This is an optimization exercise on Yosys and OpenROAD, whose aim is small area and a short achievable clock period, not a production implementation.
No run shown here included a check of the RTL's function; only the layout flow was run.

`flow/design.v`:
```
module QE_M (clk, reset, in_a, in_b, in_c, in_x, mode, valid_in, last_input, valid_out, result);
input wire clk, reset, mode;
input wire [7:0] in_a;
input wire [7:0] in_b;
input wire [7:0] in_c;
input wire [7:0] in_x;
input wire valid_in, last_input;
output reg valid_out;
output wire [15:0] result;
reg [7:0]  A0, B0, C0, X0;
reg        m0, f0;
reg [15:0] R;
reg [7:0]  X1, C1;
reg        keep1;      
reg [15:0] Y;
reg        q0, q1;     
reg        lastd;      
wire [15:0] Z = (Y & {16{keep1}}) | {8'd0, C1};
wire p1_0_0, p1_0_1, p1_0_2, p1_0_3, p1_0_4, p1_0_5, p1_0_6, p1_0_7;
wire p1_1_0, p1_1_1, p1_1_2, p1_1_3, p1_1_4, p1_1_5, p1_1_6, p1_1_7;
wire p1_2_0, p1_2_1, p1_2_2, p1_2_3, p1_2_4, p1_2_5, p1_2_6, p1_2_7;
wire p1_3_0, p1_3_1, p1_3_2, p1_3_3, p1_3_4, p1_3_5, p1_3_6, p1_3_7;
wire p1_4_0, p1_4_1, p1_4_2, p1_4_3, p1_4_4, p1_4_5, p1_4_6, p1_4_7;
wire p1_5_0, p1_5_1, p1_5_2, p1_5_3, p1_5_4, p1_5_5, p1_5_6, p1_5_7;
wire p1_6_0, p1_6_1, p1_6_2, p1_6_3, p1_6_4, p1_6_5, p1_6_6, p1_6_7;
wire p1_7_0, p1_7_1, p1_7_2, p1_7_3, p1_7_4, p1_7_5, p1_7_6, p1_7_7;
wire p2_0_0, p2_1_0, p2_2_0, p2_3_0, p2_4_0, p2_5_0, p2_6_0, p2_7_0;
wire p2_8_0, p2_9_0, p2_10_0, p2_11_0, p2_12_0, p2_13_0, p2_14_0, p2_15_0;
wire p2_0_1, p2_1_1, p2_2_1, p2_3_1, p2_4_1, p2_5_1, p2_6_1, p2_7_1;
wire p2_8_1, p2_9_1, p2_10_1, p2_11_1, p2_12_1, p2_13_1, p2_14_1, p2_0_2;
wire p2_1_2, p2_2_2, p2_3_2, p2_4_2, p2_5_2, p2_6_2, p2_7_2, p2_8_2;
wire p2_9_2, p2_10_2, p2_11_2, p2_12_2, p2_13_2, p2_0_3, p2_1_3, p2_2_3;
wire p2_3_3, p2_4_3, p2_5_3, p2_6_3, p2_7_3, p2_8_3, p2_9_3, p2_10_3;
wire p2_11_3, p2_12_3, p2_0_4, p2_1_4, p2_2_4, p2_3_4, p2_4_4, p2_5_4;
wire p2_6_4, p2_7_4, p2_8_4, p2_9_4, p2_10_4, p2_11_4, p2_0_5, p2_1_5;
wire p2_2_5, p2_3_5, p2_4_5, p2_5_5, p2_6_5, p2_7_5, p2_8_5, p2_9_5;
wire p2_10_5, p2_0_6, p2_1_6, p2_2_6, p2_3_6, p2_4_6, p2_5_6, p2_6_6;
wire p2_7_6, p2_8_6, p2_9_6, p2_0_7, p2_1_7, p2_2_7, p2_3_7, p2_4_7;
wire p2_5_7, p2_6_7, p2_7_7, p2_8_7;
assign p1_0_0 = A0[0] & X0[0];
assign p1_0_1 = A0[0] & X0[1];
assign p1_0_2 = A0[0] & X0[2];
assign p1_0_3 = A0[0] & X0[3];
assign p1_0_4 = A0[0] & X0[4];
assign p1_0_5 = A0[0] & X0[5];
assign p1_0_6 = A0[0] & X0[6];
assign p1_0_7 = A0[0] & X0[7];
assign p1_1_0 = A0[1] & X0[0];
assign p1_1_1 = A0[1] & X0[1];
assign p1_1_2 = A0[1] & X0[2];
assign p1_1_3 = A0[1] & X0[3];
assign p1_1_4 = A0[1] & X0[4];
assign p1_1_5 = A0[1] & X0[5];
assign p1_1_6 = A0[1] & X0[6];
assign p1_1_7 = A0[1] & X0[7];
assign p1_2_0 = A0[2] & X0[0];
assign p1_2_1 = A0[2] & X0[1];
assign p1_2_2 = A0[2] & X0[2];
assign p1_2_3 = A0[2] & X0[3];
assign p1_2_4 = A0[2] & X0[4];
assign p1_2_5 = A0[2] & X0[5];
assign p1_2_6 = A0[2] & X0[6];
assign p1_2_7 = A0[2] & X0[7];
assign p1_3_0 = A0[3] & X0[0];
assign p1_3_1 = A0[3] & X0[1];
assign p1_3_2 = A0[3] & X0[2];
assign p1_3_3 = A0[3] & X0[3];
assign p1_3_4 = A0[3] & X0[4];
assign p1_3_5 = A0[3] & X0[5];
assign p1_3_6 = A0[3] & X0[6];
assign p1_3_7 = A0[3] & X0[7];
assign p1_4_0 = A0[4] & X0[0];
assign p1_4_1 = A0[4] & X0[1];
assign p1_4_2 = A0[4] & X0[2];
assign p1_4_3 = A0[4] & X0[3];
assign p1_4_4 = A0[4] & X0[4];
assign p1_4_5 = A0[4] & X0[5];
assign p1_4_6 = A0[4] & X0[6];
assign p1_4_7 = A0[4] & X0[7];
assign p1_5_0 = A0[5] & X0[0];
assign p1_5_1 = A0[5] & X0[1];
assign p1_5_2 = A0[5] & X0[2];
assign p1_5_3 = A0[5] & X0[3];
assign p1_5_4 = A0[5] & X0[4];
assign p1_5_5 = A0[5] & X0[5];
assign p1_5_6 = A0[5] & X0[6];
assign p1_5_7 = A0[5] & X0[7];
assign p1_6_0 = A0[6] & X0[0];
assign p1_6_1 = A0[6] & X0[1];
assign p1_6_2 = A0[6] & X0[2];
assign p1_6_3 = A0[6] & X0[3];
assign p1_6_4 = A0[6] & X0[4];
assign p1_6_5 = A0[6] & X0[5];
assign p1_6_6 = A0[6] & X0[6];
assign p1_6_7 = A0[6] & X0[7];
assign p1_7_0 = A0[7] & X0[0];
assign p1_7_1 = A0[7] & X0[1];
assign p1_7_2 = A0[7] & X0[2];
assign p1_7_3 = A0[7] & X0[3];
assign p1_7_4 = A0[7] & X0[4];
assign p1_7_5 = A0[7] & X0[5];
assign p1_7_6 = A0[7] & X0[6];
assign p1_7_7 = A0[7] & X0[7];
wire s1_1, s1_2, s1_3, s1_4, s1_5, s1_6, s1_7, s1_8;
wire s1_9, s1_10, s1_11, s1_12, s1_13, s1_14, s1_15, s1_16;
wire s1_17, s1_18, s1_19, s1_20, s1_21, s1_22, s1_23, s1_24;
wire s1_25, s1_26, s1_27, s1_28, s1_29, s1_30, s1_31, s1_32;
wire s1_33, s1_34, s1_35, s1_36, s1_37, s1_38, s1_39, s1_40;
wire s1_41, s1_42, s1_43, s1_44, s1_45, s1_46, s1_47, s1_48;
wire s1_49, s1_50, s1_51, s1_52, s1_53, s1_54, s1_55, s1_56;
wire s1_57, s1_58, s1_59, s1_60, s1_61, s1_62, s1_63, s1_64;
wire s1_65, s1_66, s1_67, s1_68, s1_69, s1_70, s1_71, s1_72;
wire s1_73, s1_74, s1_75, s1_76, s1_77, s1_78, s1_79, s1_80;
wire s1_81, s1_82, s1_83, s1_84, s1_85, s1_86, s1_87, s1_88;
wire s1_89, s1_90, s1_91, s1_92, s1_93, s1_94, s1_95, s1_96;
wire s1_97, s1_98;
qe_ha s1_ha0 (.a(B0[1]), .b(p1_0_1), .s(s1_1), .co(s1_2));
qe_fa s1_fa0 (.a(B0[2]), .b(p1_0_2), .c(p1_1_1), .s(s1_3), .co(s1_4));
qe_ha s1_ha1 (.a(p1_2_0), .b(s1_2), .s(s1_5), .co(s1_6));
qe_fa s1_fa1 (.a(B0[3]), .b(p1_0_3), .c(p1_1_2), .s(s1_7), .co(s1_8));
qe_fa s1_fa2 (.a(p1_2_1), .b(p1_3_0), .c(s1_4), .s(s1_9), .co(s1_10));
qe_ha s1_ha2 (.a(s1_6), .b(s1_7), .s(s1_11), .co(s1_12));
qe_fa s1_fa3 (.a(B0[4]), .b(p1_0_4), .c(p1_1_3), .s(s1_13), .co(s1_14));
qe_fa s1_fa4 (.a(p1_2_2), .b(p1_3_1), .c(p1_4_0), .s(s1_15), .co(s1_16));
qe_fa s1_fa5 (.a(s1_8), .b(s1_13), .c(s1_15), .s(s1_17), .co(s1_18));
qe_ha s1_ha3 (.a(s1_12), .b(s1_10), .s(s1_19), .co(s1_20));
qe_fa s1_fa6 (.a(B0[5]), .b(p1_0_5), .c(p1_1_4), .s(s1_21), .co(s1_22));
qe_fa s1_fa7 (.a(p1_2_3), .b(p1_3_2), .c(p1_4_1), .s(s1_23), .co(s1_24));
qe_fa s1_fa8 (.a(p1_5_0), .b(s1_14), .c(s1_16), .s(s1_25), .co(s1_26));
qe_fa s1_fa9 (.a(s1_21), .b(s1_23), .c(s1_18), .s(s1_27), .co(s1_28));
qe_ha s1_ha4 (.a(s1_25), .b(s1_20), .s(s1_29), .co(s1_30));
qe_fa s1_fa10 (.a(B0[6]), .b(p1_0_6), .c(p1_1_5), .s(s1_31), .co(s1_32));
qe_fa s1_fa11 (.a(p1_2_4), .b(p1_3_3), .c(p1_4_2), .s(s1_33), .co(s1_34));
qe_fa s1_fa12 (.a(p1_5_1), .b(p1_6_0), .c(s1_22), .s(s1_35), .co(s1_36));
qe_fa s1_fa13 (.a(s1_24), .b(s1_31), .c(s1_33), .s(s1_37), .co(s1_38));
qe_fa s1_fa14 (.a(s1_26), .b(s1_35), .c(s1_37), .s(s1_39), .co(s1_40));
qe_ha s1_ha5 (.a(s1_28), .b(s1_30), .s(s1_41), .co(s1_42));
qe_fa s1_fa15 (.a(B0[7]), .b(p1_0_7), .c(p1_1_6), .s(s1_43), .co(s1_44));
qe_fa s1_fa16 (.a(p1_2_5), .b(p1_3_4), .c(p1_4_3), .s(s1_45), .co(s1_46));
qe_fa s1_fa17 (.a(p1_5_2), .b(p1_6_1), .c(p1_7_0), .s(s1_47), .co(s1_48));
qe_fa s1_fa18 (.a(s1_32), .b(s1_34), .c(s1_43), .s(s1_49), .co(s1_50));
qe_fa s1_fa19 (.a(s1_45), .b(s1_47), .c(s1_36), .s(s1_51), .co(s1_52));
qe_fa s1_fa20 (.a(s1_38), .b(s1_49), .c(s1_51), .s(s1_53), .co(s1_54));
qe_ha s1_ha6 (.a(s1_40), .b(s1_42), .s(s1_55), .co(s1_56));
qe_fa s1_fa21 (.a(p1_1_7), .b(p1_2_6), .c(p1_3_5), .s(s1_57), .co(s1_58));
qe_fa s1_fa22 (.a(p1_4_4), .b(p1_5_3), .c(p1_6_2), .s(s1_59), .co(s1_60));
qe_fa s1_fa23 (.a(p1_7_1), .b(s1_44), .c(s1_46), .s(s1_61), .co(s1_62));
qe_fa s1_fa24 (.a(s1_48), .b(s1_57), .c(s1_59), .s(s1_63), .co(s1_64));
qe_fa s1_fa25 (.a(s1_50), .b(s1_61), .c(s1_63), .s(s1_65), .co(s1_66));
qe_fa s1_fa26 (.a(s1_52), .b(s1_65), .c(s1_54), .s(s1_67), .co(s1_68));
qe_fa s1_fa27 (.a(p1_2_7), .b(p1_3_6), .c(p1_4_5), .s(s1_69), .co(s1_70));
qe_fa s1_fa28 (.a(p1_5_4), .b(p1_6_3), .c(p1_7_2), .s(s1_71), .co(s1_72));
qe_fa s1_fa29 (.a(s1_58), .b(s1_60), .c(s1_69), .s(s1_73), .co(s1_74));
qe_fa s1_fa30 (.a(s1_71), .b(s1_62), .c(s1_64), .s(s1_75), .co(s1_76));
qe_fa s1_fa31 (.a(s1_73), .b(s1_66), .c(s1_75), .s(s1_77), .co(s1_78));
qe_fa s1_fa32 (.a(p1_3_7), .b(p1_4_6), .c(p1_5_5), .s(s1_79), .co(s1_80));
qe_fa s1_fa33 (.a(p1_6_4), .b(p1_7_3), .c(s1_70), .s(s1_81), .co(s1_82));
qe_fa s1_fa34 (.a(s1_72), .b(s1_79), .c(s1_74), .s(s1_83), .co(s1_84));
qe_fa s1_fa35 (.a(s1_81), .b(s1_76), .c(s1_83), .s(s1_85), .co(s1_86));
qe_fa s1_fa36 (.a(p1_4_7), .b(p1_5_6), .c(p1_6_5), .s(s1_87), .co(s1_88));
qe_fa s1_fa37 (.a(p1_7_4), .b(s1_80), .c(s1_87), .s(s1_89), .co(s1_90));
qe_fa s1_fa38 (.a(s1_82), .b(s1_89), .c(s1_84), .s(s1_91), .co(s1_92));
qe_fa s1_fa39 (.a(p1_5_7), .b(p1_6_6), .c(p1_7_5), .s(s1_93), .co(s1_94));
qe_fa s1_fa40 (.a(s1_88), .b(s1_93), .c(s1_90), .s(s1_95), .co(s1_96));
qe_fa s1_fa41 (.a(p1_6_7), .b(p1_7_6), .c(s1_94), .s(s1_97), .co(s1_98));
wire [15:0] S1a = {1'b0, p1_7_7, s1_97, s1_95, s1_86, s1_78, s1_77, s1_56, s1_53, s1_39, s1_27, s1_17, s1_11, s1_3, p1_1_0, B0[0]};
wire [15:0] S1b = {1'b0, s1_98, s1_96, s1_92, s1_91, s1_85, s1_68, s1_67, s1_55, s1_41, s1_29, s1_19, s1_9, s1_5, s1_1, p1_0_0};
assign p2_0_0 = R[0] & X1[0];
assign p2_1_0 = R[1] & X1[0];
assign p2_2_0 = R[2] & X1[0];
assign p2_3_0 = R[3] & X1[0];
assign p2_4_0 = R[4] & X1[0];
assign p2_5_0 = R[5] & X1[0];
assign p2_6_0 = R[6] & X1[0];
assign p2_7_0 = R[7] & X1[0];
assign p2_8_0 = R[8] & X1[0];
assign p2_9_0 = R[9] & X1[0];
assign p2_10_0 = R[10] & X1[0];
assign p2_11_0 = R[11] & X1[0];
assign p2_12_0 = R[12] & X1[0];
assign p2_13_0 = R[13] & X1[0];
assign p2_14_0 = R[14] & X1[0];
assign p2_15_0 = R[15] & X1[0];
assign p2_0_1 = R[0] & X1[1];
assign p2_1_1 = R[1] & X1[1];
assign p2_2_1 = R[2] & X1[1];
assign p2_3_1 = R[3] & X1[1];
assign p2_4_1 = R[4] & X1[1];
assign p2_5_1 = R[5] & X1[1];
assign p2_6_1 = R[6] & X1[1];
assign p2_7_1 = R[7] & X1[1];
assign p2_8_1 = R[8] & X1[1];
assign p2_9_1 = R[9] & X1[1];
assign p2_10_1 = R[10] & X1[1];
assign p2_11_1 = R[11] & X1[1];
assign p2_12_1 = R[12] & X1[1];
assign p2_13_1 = R[13] & X1[1];
assign p2_14_1 = R[14] & X1[1];
assign p2_0_2 = R[0] & X1[2];
assign p2_1_2 = R[1] & X1[2];
assign p2_2_2 = R[2] & X1[2];
assign p2_3_2 = R[3] & X1[2];
assign p2_4_2 = R[4] & X1[2];
assign p2_5_2 = R[5] & X1[2];
assign p2_6_2 = R[6] & X1[2];
assign p2_7_2 = R[7] & X1[2];
assign p2_8_2 = R[8] & X1[2];
assign p2_9_2 = R[9] & X1[2];
assign p2_10_2 = R[10] & X1[2];
assign p2_11_2 = R[11] & X1[2];
assign p2_12_2 = R[12] & X1[2];
assign p2_13_2 = R[13] & X1[2];
assign p2_0_3 = R[0] & X1[3];
assign p2_1_3 = R[1] & X1[3];
assign p2_2_3 = R[2] & X1[3];
assign p2_3_3 = R[3] & X1[3];
assign p2_4_3 = R[4] & X1[3];
assign p2_5_3 = R[5] & X1[3];
assign p2_6_3 = R[6] & X1[3];
assign p2_7_3 = R[7] & X1[3];
assign p2_8_3 = R[8] & X1[3];
assign p2_9_3 = R[9] & X1[3];
assign p2_10_3 = R[10] & X1[3];
assign p2_11_3 = R[11] & X1[3];
assign p2_12_3 = R[12] & X1[3];
assign p2_0_4 = R[0] & X1[4];
assign p2_1_4 = R[1] & X1[4];
assign p2_2_4 = R[2] & X1[4];
assign p2_3_4 = R[3] & X1[4];
assign p2_4_4 = R[4] & X1[4];
assign p2_5_4 = R[5] & X1[4];
assign p2_6_4 = R[6] & X1[4];
assign p2_7_4 = R[7] & X1[4];
assign p2_8_4 = R[8] & X1[4];
assign p2_9_4 = R[9] & X1[4];
assign p2_10_4 = R[10] & X1[4];
assign p2_11_4 = R[11] & X1[4];
assign p2_0_5 = R[0] & X1[5];
assign p2_1_5 = R[1] & X1[5];
assign p2_2_5 = R[2] & X1[5];
assign p2_3_5 = R[3] & X1[5];
assign p2_4_5 = R[4] & X1[5];
assign p2_5_5 = R[5] & X1[5];
assign p2_6_5 = R[6] & X1[5];
assign p2_7_5 = R[7] & X1[5];
assign p2_8_5 = R[8] & X1[5];
assign p2_9_5 = R[9] & X1[5];
assign p2_10_5 = R[10] & X1[5];
assign p2_0_6 = R[0] & X1[6];
assign p2_1_6 = R[1] & X1[6];
assign p2_2_6 = R[2] & X1[6];
assign p2_3_6 = R[3] & X1[6];
assign p2_4_6 = R[4] & X1[6];
assign p2_5_6 = R[5] & X1[6];
assign p2_6_6 = R[6] & X1[6];
assign p2_7_6 = R[7] & X1[6];
assign p2_8_6 = R[8] & X1[6];
assign p2_9_6 = R[9] & X1[6];
assign p2_0_7 = R[0] & X1[7];
assign p2_1_7 = R[1] & X1[7];
assign p2_2_7 = R[2] & X1[7];
assign p2_3_7 = R[3] & X1[7];
assign p2_4_7 = R[4] & X1[7];
assign p2_5_7 = R[5] & X1[7];
assign p2_6_7 = R[6] & X1[7];
assign p2_7_7 = R[7] & X1[7];
assign p2_8_7 = R[8] & X1[7];
wire s2_1, s2_2, s2_3, s2_4, s2_5, s2_6, s2_7, s2_8;
wire s2_9, s2_10, s2_11, s2_12, s2_13, s2_14, s2_15, s2_16;
wire s2_17, s2_18, s2_19, s2_20, s2_21, s2_22, s2_23, s2_24;
wire s2_25, s2_26, s2_27, s2_28, s2_29, s2_30, s2_31, s2_32;
wire s2_33, s2_34, s2_35, s2_36, s2_37, s2_38, s2_39, s2_40;
wire s2_41, s2_42, s2_43, s2_44, s2_45, s2_46, s2_47, s2_48;
wire s2_49, s2_50, s2_51, s2_52, s2_53, s2_54, s2_55, s2_56;
wire s2_57, s2_58, s2_59, s2_60, s2_61, s2_62, s2_63, s2_64;
wire s2_65, s2_66, s2_67, s2_68, s2_69, s2_70, s2_71, s2_72;
wire s2_73, s2_74, s2_75, s2_76, s2_77, s2_78, s2_79, s2_80;
wire s2_81, s2_82, s2_83, s2_84, s2_85, s2_86, s2_87, s2_88;
wire s2_89, s2_90, s2_91, s2_92, s2_93, s2_94, s2_95, s2_96;
wire s2_97, s2_98, s2_99, s2_100, s2_101, s2_102, s2_103, s2_104;
wire s2_105, s2_106, s2_107, s2_108, s2_109, s2_110, s2_111, s2_112;
wire s2_113, s2_114, s2_115, s2_116, s2_117, s2_118, s2_119, s2_120;
wire s2_121, s2_122, s2_123, s2_124, s2_125, s2_126, s2_127, s2_128;
wire s2_129, s2_130, s2_131, s2_132, s2_133, s2_134, s2_135, s2_136;
wire s2_137, s2_138, s2_139, s2_140, s2_141, s2_142, s2_143, s2_144;
wire s2_145, s2_146, s2_147, s2_148, s2_149, s2_150, s2_151, s2_152;
wire s2_153, s2_154, s2_155, s2_156, s2_157, s2_158, s2_159, s2_160;
wire s2_161, s2_162, s2_163, s2_164, s2_165, s2_166, s2_167, s2_168;
qe_ha s2_ha0 (.a(p2_1_0), .b(p2_0_1), .s(s2_1), .co(s2_2));
qe_fa s2_fa0 (.a(p2_2_0), .b(p2_1_1), .c(p2_0_2), .s(s2_3), .co(s2_4));
qe_ha s2_ha1 (.a(Z[2]), .b(s2_2), .s(s2_5), .co(s2_6));
qe_fa s2_fa1 (.a(p2_3_0), .b(p2_2_1), .c(p2_1_2), .s(s2_7), .co(s2_8));
qe_fa s2_fa2 (.a(p2_0_3), .b(Z[3]), .c(s2_4), .s(s2_9), .co(s2_10));
qe_ha s2_ha2 (.a(s2_6), .b(s2_7), .s(s2_11), .co(s2_12));
qe_fa s2_fa3 (.a(p2_4_0), .b(p2_3_1), .c(p2_2_2), .s(s2_13), .co(s2_14));
qe_fa s2_fa4 (.a(p2_1_3), .b(p2_0_4), .c(Z[4]), .s(s2_15), .co(s2_16));
qe_fa s2_fa5 (.a(s2_8), .b(s2_13), .c(s2_15), .s(s2_17), .co(s2_18));
qe_ha s2_ha3 (.a(s2_12), .b(s2_10), .s(s2_19), .co(s2_20));
qe_fa s2_fa6 (.a(p2_5_0), .b(p2_4_1), .c(p2_3_2), .s(s2_21), .co(s2_22));
qe_fa s2_fa7 (.a(p2_2_3), .b(p2_1_4), .c(p2_0_5), .s(s2_23), .co(s2_24));
qe_fa s2_fa8 (.a(Z[5]), .b(s2_14), .c(s2_21), .s(s2_25), .co(s2_26));
qe_fa s2_fa9 (.a(s2_23), .b(s2_16), .c(s2_25), .s(s2_27), .co(s2_28));
qe_ha s2_ha4 (.a(s2_18), .b(s2_20), .s(s2_29), .co(s2_30));
qe_fa s2_fa10 (.a(p2_6_0), .b(p2_5_1), .c(p2_4_2), .s(s2_31), .co(s2_32));
qe_fa s2_fa11 (.a(p2_3_3), .b(p2_2_4), .c(p2_1_5), .s(s2_33), .co(s2_34));
qe_fa s2_fa12 (.a(p2_0_6), .b(Z[6]), .c(s2_22), .s(s2_35), .co(s2_36));
qe_fa s2_fa13 (.a(s2_24), .b(s2_31), .c(s2_33), .s(s2_37), .co(s2_38));
qe_fa s2_fa14 (.a(s2_26), .b(s2_35), .c(s2_37), .s(s2_39), .co(s2_40));
qe_ha s2_ha5 (.a(s2_30), .b(s2_28), .s(s2_41), .co(s2_42));
qe_fa s2_fa15 (.a(p2_7_0), .b(p2_6_1), .c(p2_5_2), .s(s2_43), .co(s2_44));
qe_fa s2_fa16 (.a(p2_4_3), .b(p2_3_4), .c(p2_2_5), .s(s2_45), .co(s2_46));
qe_fa s2_fa17 (.a(p2_1_6), .b(p2_0_7), .c(Z[7]), .s(s2_47), .co(s2_48));
qe_fa s2_fa18 (.a(s2_32), .b(s2_34), .c(s2_43), .s(s2_49), .co(s2_50));
qe_fa s2_fa19 (.a(s2_45), .b(s2_47), .c(s2_36), .s(s2_51), .co(s2_52));
qe_fa s2_fa20 (.a(s2_38), .b(s2_49), .c(s2_51), .s(s2_53), .co(s2_54));
qe_ha s2_ha6 (.a(s2_40), .b(s2_42), .s(s2_55), .co(s2_56));
qe_fa s2_fa21 (.a(p2_8_0), .b(p2_7_1), .c(p2_6_2), .s(s2_57), .co(s2_58));
qe_fa s2_fa22 (.a(p2_5_3), .b(p2_4_4), .c(p2_3_5), .s(s2_59), .co(s2_60));
qe_fa s2_fa23 (.a(p2_2_6), .b(p2_1_7), .c(Z[8]), .s(s2_61), .co(s2_62));
qe_fa s2_fa24 (.a(s2_44), .b(s2_46), .c(s2_57), .s(s2_63), .co(s2_64));
qe_fa s2_fa25 (.a(s2_59), .b(s2_48), .c(s2_61), .s(s2_65), .co(s2_66));
qe_fa s2_fa26 (.a(s2_50), .b(s2_63), .c(s2_65), .s(s2_67), .co(s2_68));
qe_fa s2_fa27 (.a(s2_52), .b(s2_67), .c(s2_54), .s(s2_69), .co(s2_70));
qe_fa s2_fa28 (.a(p2_9_0), .b(p2_8_1), .c(p2_7_2), .s(s2_71), .co(s2_72));
qe_fa s2_fa29 (.a(p2_6_3), .b(p2_5_4), .c(p2_4_5), .s(s2_73), .co(s2_74));
qe_fa s2_fa30 (.a(p2_3_6), .b(p2_2_7), .c(Z[9]), .s(s2_75), .co(s2_76));
qe_fa s2_fa31 (.a(s2_58), .b(s2_60), .c(s2_71), .s(s2_77), .co(s2_78));
qe_fa s2_fa32 (.a(s2_73), .b(s2_62), .c(s2_75), .s(s2_79), .co(s2_80));
qe_fa s2_fa33 (.a(s2_64), .b(s2_77), .c(s2_66), .s(s2_81), .co(s2_82));
qe_fa s2_fa34 (.a(s2_79), .b(s2_68), .c(s2_81), .s(s2_83), .co(s2_84));
qe_fa s2_fa35 (.a(p2_10_0), .b(p2_9_1), .c(p2_8_2), .s(s2_85), .co(s2_86));
qe_fa s2_fa36 (.a(p2_7_3), .b(p2_6_4), .c(p2_5_5), .s(s2_87), .co(s2_88));
qe_fa s2_fa37 (.a(p2_4_6), .b(p2_3_7), .c(Z[10]), .s(s2_89), .co(s2_90));
qe_fa s2_fa38 (.a(s2_72), .b(s2_74), .c(s2_85), .s(s2_91), .co(s2_92));
qe_fa s2_fa39 (.a(s2_87), .b(s2_76), .c(s2_89), .s(s2_93), .co(s2_94));
qe_fa s2_fa40 (.a(s2_78), .b(s2_91), .c(s2_80), .s(s2_95), .co(s2_96));
qe_fa s2_fa41 (.a(s2_93), .b(s2_82), .c(s2_95), .s(s2_97), .co(s2_98));
qe_fa s2_fa42 (.a(p2_11_0), .b(p2_10_1), .c(p2_9_2), .s(s2_99), .co(s2_100));
qe_fa s2_fa43 (.a(p2_8_3), .b(p2_7_4), .c(p2_6_5), .s(s2_101), .co(s2_102));
qe_fa s2_fa44 (.a(p2_5_6), .b(p2_4_7), .c(Z[11]), .s(s2_103), .co(s2_104));
qe_fa s2_fa45 (.a(s2_86), .b(s2_88), .c(s2_99), .s(s2_105), .co(s2_106));
qe_fa s2_fa46 (.a(s2_101), .b(s2_90), .c(s2_103), .s(s2_107), .co(s2_108));
qe_fa s2_fa47 (.a(s2_92), .b(s2_105), .c(s2_94), .s(s2_109), .co(s2_110));
qe_fa s2_fa48 (.a(s2_107), .b(s2_96), .c(s2_109), .s(s2_111), .co(s2_112));
qe_fa s2_fa49 (.a(p2_12_0), .b(p2_11_1), .c(p2_10_2), .s(s2_113), .co(s2_114));
qe_fa s2_fa50 (.a(p2_9_3), .b(p2_8_4), .c(p2_7_5), .s(s2_115), .co(s2_116));
qe_fa s2_fa51 (.a(p2_6_6), .b(p2_5_7), .c(Z[12]), .s(s2_117), .co(s2_118));
qe_fa s2_fa52 (.a(s2_100), .b(s2_102), .c(s2_113), .s(s2_119), .co(s2_120));
qe_fa s2_fa53 (.a(s2_115), .b(s2_104), .c(s2_117), .s(s2_121), .co(s2_122));
qe_fa s2_fa54 (.a(s2_106), .b(s2_119), .c(s2_108), .s(s2_123), .co(s2_124));
qe_fa s2_fa55 (.a(s2_121), .b(s2_110), .c(s2_123), .s(s2_125), .co(s2_126));
qe_fa s2_fa56 (.a(p2_13_0), .b(p2_12_1), .c(p2_11_2), .s(s2_127), .co(s2_128));
qe_fa s2_fa57 (.a(p2_10_3), .b(p2_9_4), .c(p2_8_5), .s(s2_129), .co(s2_130));
qe_fa s2_fa58 (.a(p2_7_6), .b(p2_6_7), .c(Z[13]), .s(s2_131), .co(s2_132));
qe_fa s2_fa59 (.a(s2_114), .b(s2_116), .c(s2_127), .s(s2_133), .co(s2_134));
qe_fa s2_fa60 (.a(s2_129), .b(s2_118), .c(s2_131), .s(s2_135), .co(s2_136));
qe_fa s2_fa61 (.a(s2_120), .b(s2_133), .c(s2_122), .s(s2_137), .co(s2_138));
qe_fa s2_fa62 (.a(s2_135), .b(s2_124), .c(s2_137), .s(s2_139), .co(s2_140));
qe_fa s2_fa63 (.a(p2_14_0), .b(p2_13_1), .c(p2_12_2), .s(s2_141), .co(s2_142));
qe_fa s2_fa64 (.a(p2_11_3), .b(p2_10_4), .c(p2_9_5), .s(s2_143), .co(s2_144));
qe_fa s2_fa65 (.a(p2_8_6), .b(p2_7_7), .c(Z[14]), .s(s2_145), .co(s2_146));
qe_fa s2_fa66 (.a(s2_128), .b(s2_130), .c(s2_141), .s(s2_147), .co(s2_148));
qe_fa s2_fa67 (.a(s2_143), .b(s2_132), .c(s2_145), .s(s2_149), .co(s2_150));
qe_fa s2_fa68 (.a(s2_134), .b(s2_147), .c(s2_136), .s(s2_151), .co(s2_152));
qe_fa s2_fa69 (.a(s2_149), .b(s2_138), .c(s2_151), .s(s2_153), .co(s2_154));
qe_fa s2_fa70 (.a(p2_15_0), .b(p2_14_1), .c(p2_13_2), .s(s2_155), .co(s2_156));
qe_fa s2_fa71 (.a(p2_12_3), .b(p2_11_4), .c(p2_10_5), .s(s2_157), .co(s2_158));
qe_fa s2_fa72 (.a(p2_9_6), .b(p2_8_7), .c(Z[15]), .s(s2_159), .co(s2_160));
qe_fa s2_fa73 (.a(s2_142), .b(s2_144), .c(s2_155), .s(s2_161), .co(s2_162));
qe_fa s2_fa74 (.a(s2_157), .b(s2_146), .c(s2_159), .s(s2_163), .co(s2_164));
qe_fa s2_fa75 (.a(s2_148), .b(s2_161), .c(s2_150), .s(s2_165), .co(s2_166));
qe_fa s2_fa76 (.a(s2_163), .b(s2_152), .c(s2_165), .s(s2_167), .co(s2_168));
wire [15:0] S2a = {s2_154, s2_140, s2_126, s2_112, s2_98, s2_84, s2_83, s2_56, s2_53, s2_39, s2_29, s2_17, s2_11, s2_3, Z[1], p2_0_0};
wire [15:0] S2b = {s2_167, s2_153, s2_139, s2_125, s2_111, s2_97, s2_70, s2_69, s2_55, s2_41, s2_27, s2_19, s2_9, s2_5, s2_1, Z[0]};
always @(posedge clk) begin
	A0 <= in_a & {8{~mode | valid_in}};
	B0 <= in_b & {8{~mode}};
	C0 <= in_c & {8{~mode}};
	X0 <= in_x;
	m0 <= mode;
	f0 <= lastd;
	R  <= S1a + S1b;
	X1 <= m0 ? 8'd1 : X0;
	C1 <= C0;
	keep1 <= m0 & ~f0;
	Y  <= S2a + S2b;
end
always @(posedge clk or posedge reset) begin
	if (reset) begin
		q0 <= 1'b0;
		q1 <= 1'b0;
		valid_out <= 1'b0;
		lastd <= 1'b1;
	end else begin
		q0 <= mode ? last_input : valid_in;
		q1 <= q0;
		valid_out <= q1;
		lastd <= last_input;
	end
end
assign result = Y;
endmodule
module qe_fa (a, b, c, s, co);
input wire a, b, c;
output wire s, co;
assign {co, s} = a + b + c;
endmodule
module qe_ha (a, b, s, co);
input wire a, b;
output wire s, co;
assign {co, s} = a + b;
endmodule
```
`flow/run.sh`:
```
#!/bin/bash
# synth_recipe.tcl (not shown) runs the flow's synth.tcl, then flattens the netlist and writes it again
# the make line also repeats each setting of config.mk as NAME=value (left out here)
make -C /OpenROAD-flow-scripts/flow DESIGN_CONFIG=/design/flow/config.mk WORK_HOME=/design/flow/orfs CLKGATE_MAP_FILE= SYNTH_SCRIPT=/design/flow/synth_recipe.tcl finish
```
`flow/config.mk`:
```
export PLATFORM = sky130hd
export DESIGN_NAME = QE_M
export DESIGN_NICKNAME = QE_M
export VERILOG_FILES = /design/flow/design.v
export SDC_FILE = /design/flow/constraint.sdc
export NUM_CORES = 4
export LEC_CHECK = 0
export CAP_MARGIN = 20
export CORE_MARGIN = 2
export CORE_UTILIZATION = 40
export SLEW_MARGIN = 20
export SYNTH_HIERARCHICAL = 1
```
`flow/constraint.sdc`:
```
create_clock -name core_clock -period 6.5 [get_ports {clk}]
set_input_delay 1.3000 -clock core_clock [delete_from_list [all_inputs] [get_ports {clk}]]
set_output_delay 1.3000 -clock core_clock [all_outputs]
set_load 0.01 [all_outputs]
```
==> results of run 1 <==
## modules after synthesis, one instance, submodules excluded
module	area, sq um	times used	cells inside
QE_M	4630	1	508
qe_fa	20.0	119	1
qe_ha	12.5	14	1
## path summary, 6_finish.rpt
| kind | from | endpoint | slack (ns) | depth (start not counted) |
|---|---|---|---|---|
| worst max register to register | X1[0] | Y[15] | 2.23 | 12 |
| worst min register to register | C0[5] | C1[5] | 0.32 | 0 |
| max in group asynchronous | reset | lastd | 5.15 | 2 |
| worst min-delay path | C0[5] | C1[5] | 0.32 | 0 |
| worst max-delay path | X1[0] | Y[15] | 2.23 | 12 |
| min in group asynchronous | reset | q0 | 1.13 | 2 |
## sequential cells by signal (all words and copies together) (netlist names)
name / flops
C1: 8
valid_out: 1
R: 16
lastd: 1
Y: 16
A0: 8
X0: 8
X1: 8
f0: 1
B0: 8
C0: 8
q0: 1
q1: 1
m0: 1
keep1: 1
## routing by layer
metal  track usage (%)  vias up  part of all wire (%)
met2              30.4       95                    51
met1              20.5     2386                    44
met3              2.46       21                   2.7
li1                  -     2218                     -
met5                 0        -                     0
met4              4.89        0                   1.6
## area by class of cell
class                   count  area, sq um
clock buffers              10          239
clock inverters             6         50.0
fillers                  1658         9530
inverters                  10         37.5
multi-input cells         534         5350
flip-flops and latches     87         1760
well taps                 229          287
repair buffers             53          531
## synthesized netlist by cell type, types with 5 or more instances
cell	instances	area [sq um]
a21oi_1	19	95.1
nor2b_1	24	150
a21o_1	20	150
inv_1	10	37.5
nand2_1	16	60.1
xnor2_1	15	131
o21bai_1	5	37.5
and3_1	7	43.8
fa_1	121	2420
dfxtp_1	83	1660
nor2_1	15	56.3
clkbuf_1	8	30.0
o21ai_0	6	30.0
ha_1	44	551
xor2_1	9	78.8
nand3_1	7	35.0
and2_1	180	1130
## cell families (layout without fill, tap and decap cells)
kind of cell,after synthesis,after routing,share of synthesized area [%]
compound gates,80,80,8.16
fa+ha+maj,165,165,41.4
buf+inv,20,79,1.08
mux,1,1,0.157
xor+xnor,24,24,2.92
simple gates,264,264,21.8
flops,87,87,24.5
==> results.yml, run 1 <==
clock_tree:
  path_clk_slew_ns: 0.07
  cts_tree: "done"
  root_buffer: "clkbuf_16"
  h-tree-depth: 3
  cts_hold_buf: 0
  cts_buffers: 9
  clkSinkCount: 87
  clock_latency_ns: 0.35
  cts_buffer_depth: 2
  cts_resized: 0
  post_cts_buffers: 0
placed_design:
  placedInstanceArea_sq_mm: 0.00797
  gp_congestion: 0.910
  dp_cells: 913
  port_buffers: 53
  dp_slack_ns: 2.21
  dp_hpwl_mm: 12.1
global_routing:
  grt_pass1_wl_mm: 25.8
  antenna_found_initial: 0
  grt_overflow: 0
  grt_pass1_vias: 5335
  grt_max_degree: 20
  grt_usage_pct: 16.7
sta:
  rsz0062_at_grt: "false"
  post-route-period-util_pct: 65.7
  worst_slew_pin_slew_ns: 0.602
  final.setup_skew_ns: 0.0101
  fmax_mhz: 234
  setup_violations: 0
  max-slew-margin-rel_pct: 59.7
  worst_slack_ns: 2.23
  post-route-min-period_ns: 4.27
  finalHoldViolCount: 0
  finalSetupTns_ns: 0
  drv_slew: 0
  hold_ws_ns: 0.320
die:
  dieHeight_um: 138
  rows: 49
  die_x_um: 138
  coreArea_sq_mm: 0.0178
  io_pins: 54
  die-area_sq_mm: 0.0191
  initial_core_util_pct: 40.4
logic_synthesis:
  yosysWarnings: 7
  synth-edff-count: 0
  synth_ff_type: "dfxtp_1"
  synth_cell_types: 49
  syn_area_sq_mm: 0.00719
  synth_area_per_cell_sq_um: 11.2
  synth_seq_cells: 87
  netlist_instances: 641
  syn-num-nets: 843
  yosysSeqAreaShare_pct: 24.5
  synth-async-reset-ratio_pct: 4.60
drt:
  drtAntennaViolNets: 0
  drt_iter0_markers: 211
  wl_per_cell_um: 15.9
  vias_per_cell: 5.08
  detail_route.first_pass.iterations: 4
  num_vias: 4720
  drc_errors: 0
  wl_mm: 14.8
critical_path:
  cpPeakStageDelay_ns: 0.46
  worstPathCellList: "and2_1 -> fa_1 -> fa_1 -> fa_1 -> fa_1 -> fa_1 -> ha_1 -> nand2_1 -> a2111oi_2 -> o21bai_1 -> and4_1 -> a211oi_1"
  cp_num_buf_inv: 0
  crit_fanout: 16
  criticalPathCategory: "register to register"
  critical-path-slowest-cell: "dfxtp_1"
  cp-start-kind: "register"
  cp_top_family: "adder cells"
  path_common_cell: "fa_1"
  arrival_ns: 4.54
  crit_required_ns: 6.77
  end_kind: "register"
final_layout:
  fin_nets: 897
  layout_common_cells: "and2_1 (180), fa_1 (121), dfxtp_1 (83)"
  post-route-util_pct: 46.4
  layout.cells.non_filler: 929
  area_growth_pct: 14.8
  drive_gt1_share_pct: 3.86
  diodes: 0
  layout_commonest_cell: "and2_1"
  final_cell_area_sq_mm: 0.00825
min_path:
  min_path_type: "register to register"
flow_run:
  drv_cap: 0
status:
  status: "timing/DRC/antenna clean"
==> run 2: changes to the inputs <==
--- a/flow/config.mk
+++ b/flow/config.mk
@@ -8,5 +8,6 @@
 export CAP_MARGIN = 20
 export CORE_MARGIN = 2
 export CORE_UTILIZATION = 40
+export SETUP_SLACK_MARGIN = 3
 export SLEW_MARGIN = 20
 export SYNTH_HIERARCHICAL = 1
==> results.yml, run 2 <==
placed_design:
  dp_hpwl_mm: 12.2
  port_buffers: 53
  gp_congestion: 0.842
  placedInstanceArea_sq_mm: 0.00815
  dp_cells: 913
sta:
  max-slew-margin-rel_pct: 56.3
  worst_slew_pin_slew_ns: 0.654
  drv_slew: 0
  rsz0062_at_grt: "true"
  finalSetupTns_ns: 0
  fmax_mhz: 262
  setup_violations: 0
  post-route-min-period_ns: 3.81
  finalHoldViolCount: 0
  post-route-period-util_pct: 58.6
  final.setup_skew_ns: 0.0102
critical_path:
  end_kind: "register"
  cp-start-kind: "register"
  arrival_ns: 4.09
  criticalPathCategory: "register to register"
  crit_fanout: 8
  crit_required_ns: 6.77
final_layout:
  layout_commonest_cell: "and2_1"
  fin_nets: 938
  nFillCells: 1557
  reg.largest.list: "R x16, Y x16"
  drive_gt1_share_pct: 26.5
  area_growth_pct: 28.8
  layout.cells.non_filler: 969
  final_cell_area_sq_mm: 0.00926
  diodes: 0
  layout_common_cells: "and2_1 (164), fa_1 (89), clkdlybuf4s50_1 (53)"
logic_synthesis:
  syn-num-nets: 843
  synth_area_per_cell_sq_um: 11.2
  yosysWarnings: 7
  ys_top_cells_by_area: "fa_1 (34%), dfxtp_1 (23%), and2_1 (16%)"
  syn_area_sq_mm: 0.00719
  yosysTopAreaCellShare_pct: 33.7
  synth_cell_types: 49
  synth.most_common_cell: "and2_1"
  synth-edff-count: 0
  synth_common_cells: "and2_1 (180), fa_1 (121), dfxtp_1 (83)"
  synth_ff_type: "dfxtp_1"
  yosysSeqAreaShare_pct: 24.5
  synth_seq_cells: 87
  synth_top_area_cell: "fa_1"
  synth-async-reset-ratio_pct: 4.60
  netlist_instances: 641
clock_tree:
  clock_latency_ns: 0.35
  root_buffer: "clkbuf_16"
  clkSinkCount: 87
  cts_tree: "done"
  path_clk_slew_ns: 0.07
  h-tree-depth: 3
  cts_hold_buf: 0
  cts_buffers: 9
  cts_buffer_depth: 2
die:
  coreArea_sq_mm: 0.0178
  dieHeight_um: 138
  die_x_um: 138
  initial_core_util_pct: 40.4
  rows: 49
  io_pins: 54
  die-area_sq_mm: 0.0191
drt:
  detail_route.first_pass.iterations: 4
  drt_iter0_markers: 195
  wl_mm: 15.7
  vias_per_cell: 4.95
  drc_errors: 0
  num_vias: 4799
  wl_per_cell_um: 16.2
  drtAntennaViolNets: 0
global_routing:
  grt_pass1_vias: 5512
  grt_usage_pct: 17.7
  grt_overflow: 0
  grt_max_degree: 20
  antenna_found_initial: 0
  grt_pass1_wl_mm: 27.3
flow_run:
  drv_cap: 0
min_path:
  min_path_type: "register to register"
status:
  status: "timing/DRC/antenna clean"
==> run 2: cell types whose count changed in the layout (fill, tap and decap cells not counted), sizes merged <==
cell / change
bufinv: +1
clkinv: +3
inv: -3
clkinvlp: -2
buf: +41
==> run 2: cell families (layout without fill, tap and decap cells) <==
group | Yosys count | count (layout) | share of synthesized area [%]
compound gates | 80 | 80 | 8.16
simple gates | 264 | 264 | 21.8
fa+ha+maj | 165 | 165 | 41.4
mux | 1 | 1 | 0.157
xor+xnor | 24 | 24 | 2.92
buf+inv | 20 | 119 | 1.08
flops | 87 | 87 | 24.5
==> run 2: area by class of cell <==
| class | instances | area [sq um] | share of cell area, % |
|---|---|---|---|
| sequential | 87 | 1850 | 20.0 |
| tap | 229 | 287 | 3.10 |
| clock buffer | 10 | 250 | 2.70 |
| clock inverter | 5 | 65.1 | 0.703 |
| multi-input combinational | 534 | 5900 | 63.8 |
| timing repair buffer | 94 | 863 | 9.33 |
| inverter | 10 | 37.5 | 0.406 |
==> run 2: path summary, 6_finish.rpt <==
kind / from / to / slack [ns] / cells after the start
worst min register to register: C0[0] / C1[0] / 0.33 / 0
worst min-delay path: C0[0] / C1[0] / 0.33 / 0
max in group asynchronous: reset / lastd / 5.15 / 2
min in group asynchronous: reset / q1 / 1.12 / 2
worst max register to register: R[5] / Y[15] / 2.69 / 12
worst max-delay path: R[5] / Y[15] / 2.69 / 12
==> run 2: routing by layer <==
| metal | share of wire (%) | up-vias | track usage, % |
|---|---|---|---|
| li1 | - | 2295 | - |
| met4 | 1.7 | 0 | 5.91 |
| met2 | 52 | 66 | 32.3 |
| met5 | 0 | - | 0 |
| met1 | 44 | 2416 | 21.5 |
| met3 | 2.0 | 22 | 2.67 |
==> run 2: per-stage QoR <==
| stage | util (%) | setup WS [ns] | hold WS, ns |
|---|---|---|---|
| finish | 52.1 | 2.69 | 0.326 |
| global placement | 45.8 | 2.43 | 0.315 |
| floorplan | - | 2.73 | 0.310 |
| CTS | 51.1 | 2.67 | 0.329 |
| global route | 52.1 | 2.56 | 0.332 |
| detailed placement | 45.8 | 2.35 | 0.314 |
==> run 2: worst max-delay path: stages, from the launching register on <==
cell,delay [ns]
dfxtp_4,0.37
and2_4,0.17
fa_2,0.39
fa_2,0.35
fa_1,0.46
fa_2,0.37
fa_1,0.52
ha_4,0.33
nand2_4,0.07
a2111oi_4,0.25
o21bai_2,0.13
and4_1,0.20
a211oi_2,0.15
==> run 2: Yosys stat by module (local to each module, per instance) <==
module  flops+latches  copies in the design  cell area, sq um
QE_M               87                     1              4630
qe_fa               0                   119              20.0
qe_ha               0                    14              12.5
==> run 2: what timing repair did <==
action	4_1_cts	5_1_grt
buffers inserted	33	8
gates resized for setup	106	26
pin swaps	52	26
setup endpoints to repair	16	16

-- what the ideal ports hide --
The flow's constraints put no driver on any port. The routed layouts listed below were extracted and timed again, unchanged, in two steps.
Step 1 assumes that a clkbuf_16 drives the clock port and a buf_2 every other input.
Step 2 adds t to the input delays and takes it off the output delays; t is the mean of the earliest and latest rising clock arrival at the registers after step 1. Input paths then give back, and output paths get back, about the clock's delay inside the block.
Three values: ideal, step 1, step 2; two values: the first two.
run	shift t [ns]	slack for setup (ns)	worst setup path at the end	clock arrival spread, ns	cell pins on the clock port's net
run 1	0.385	2.232 / 2.232 / 2.232	register to register	0.010 / 0.010	1
run 2	0.389	2.689 / 2.689 / 2.689	register to register	0.010 / 0.010	1
After both steps every run listed still meets setup and hold.
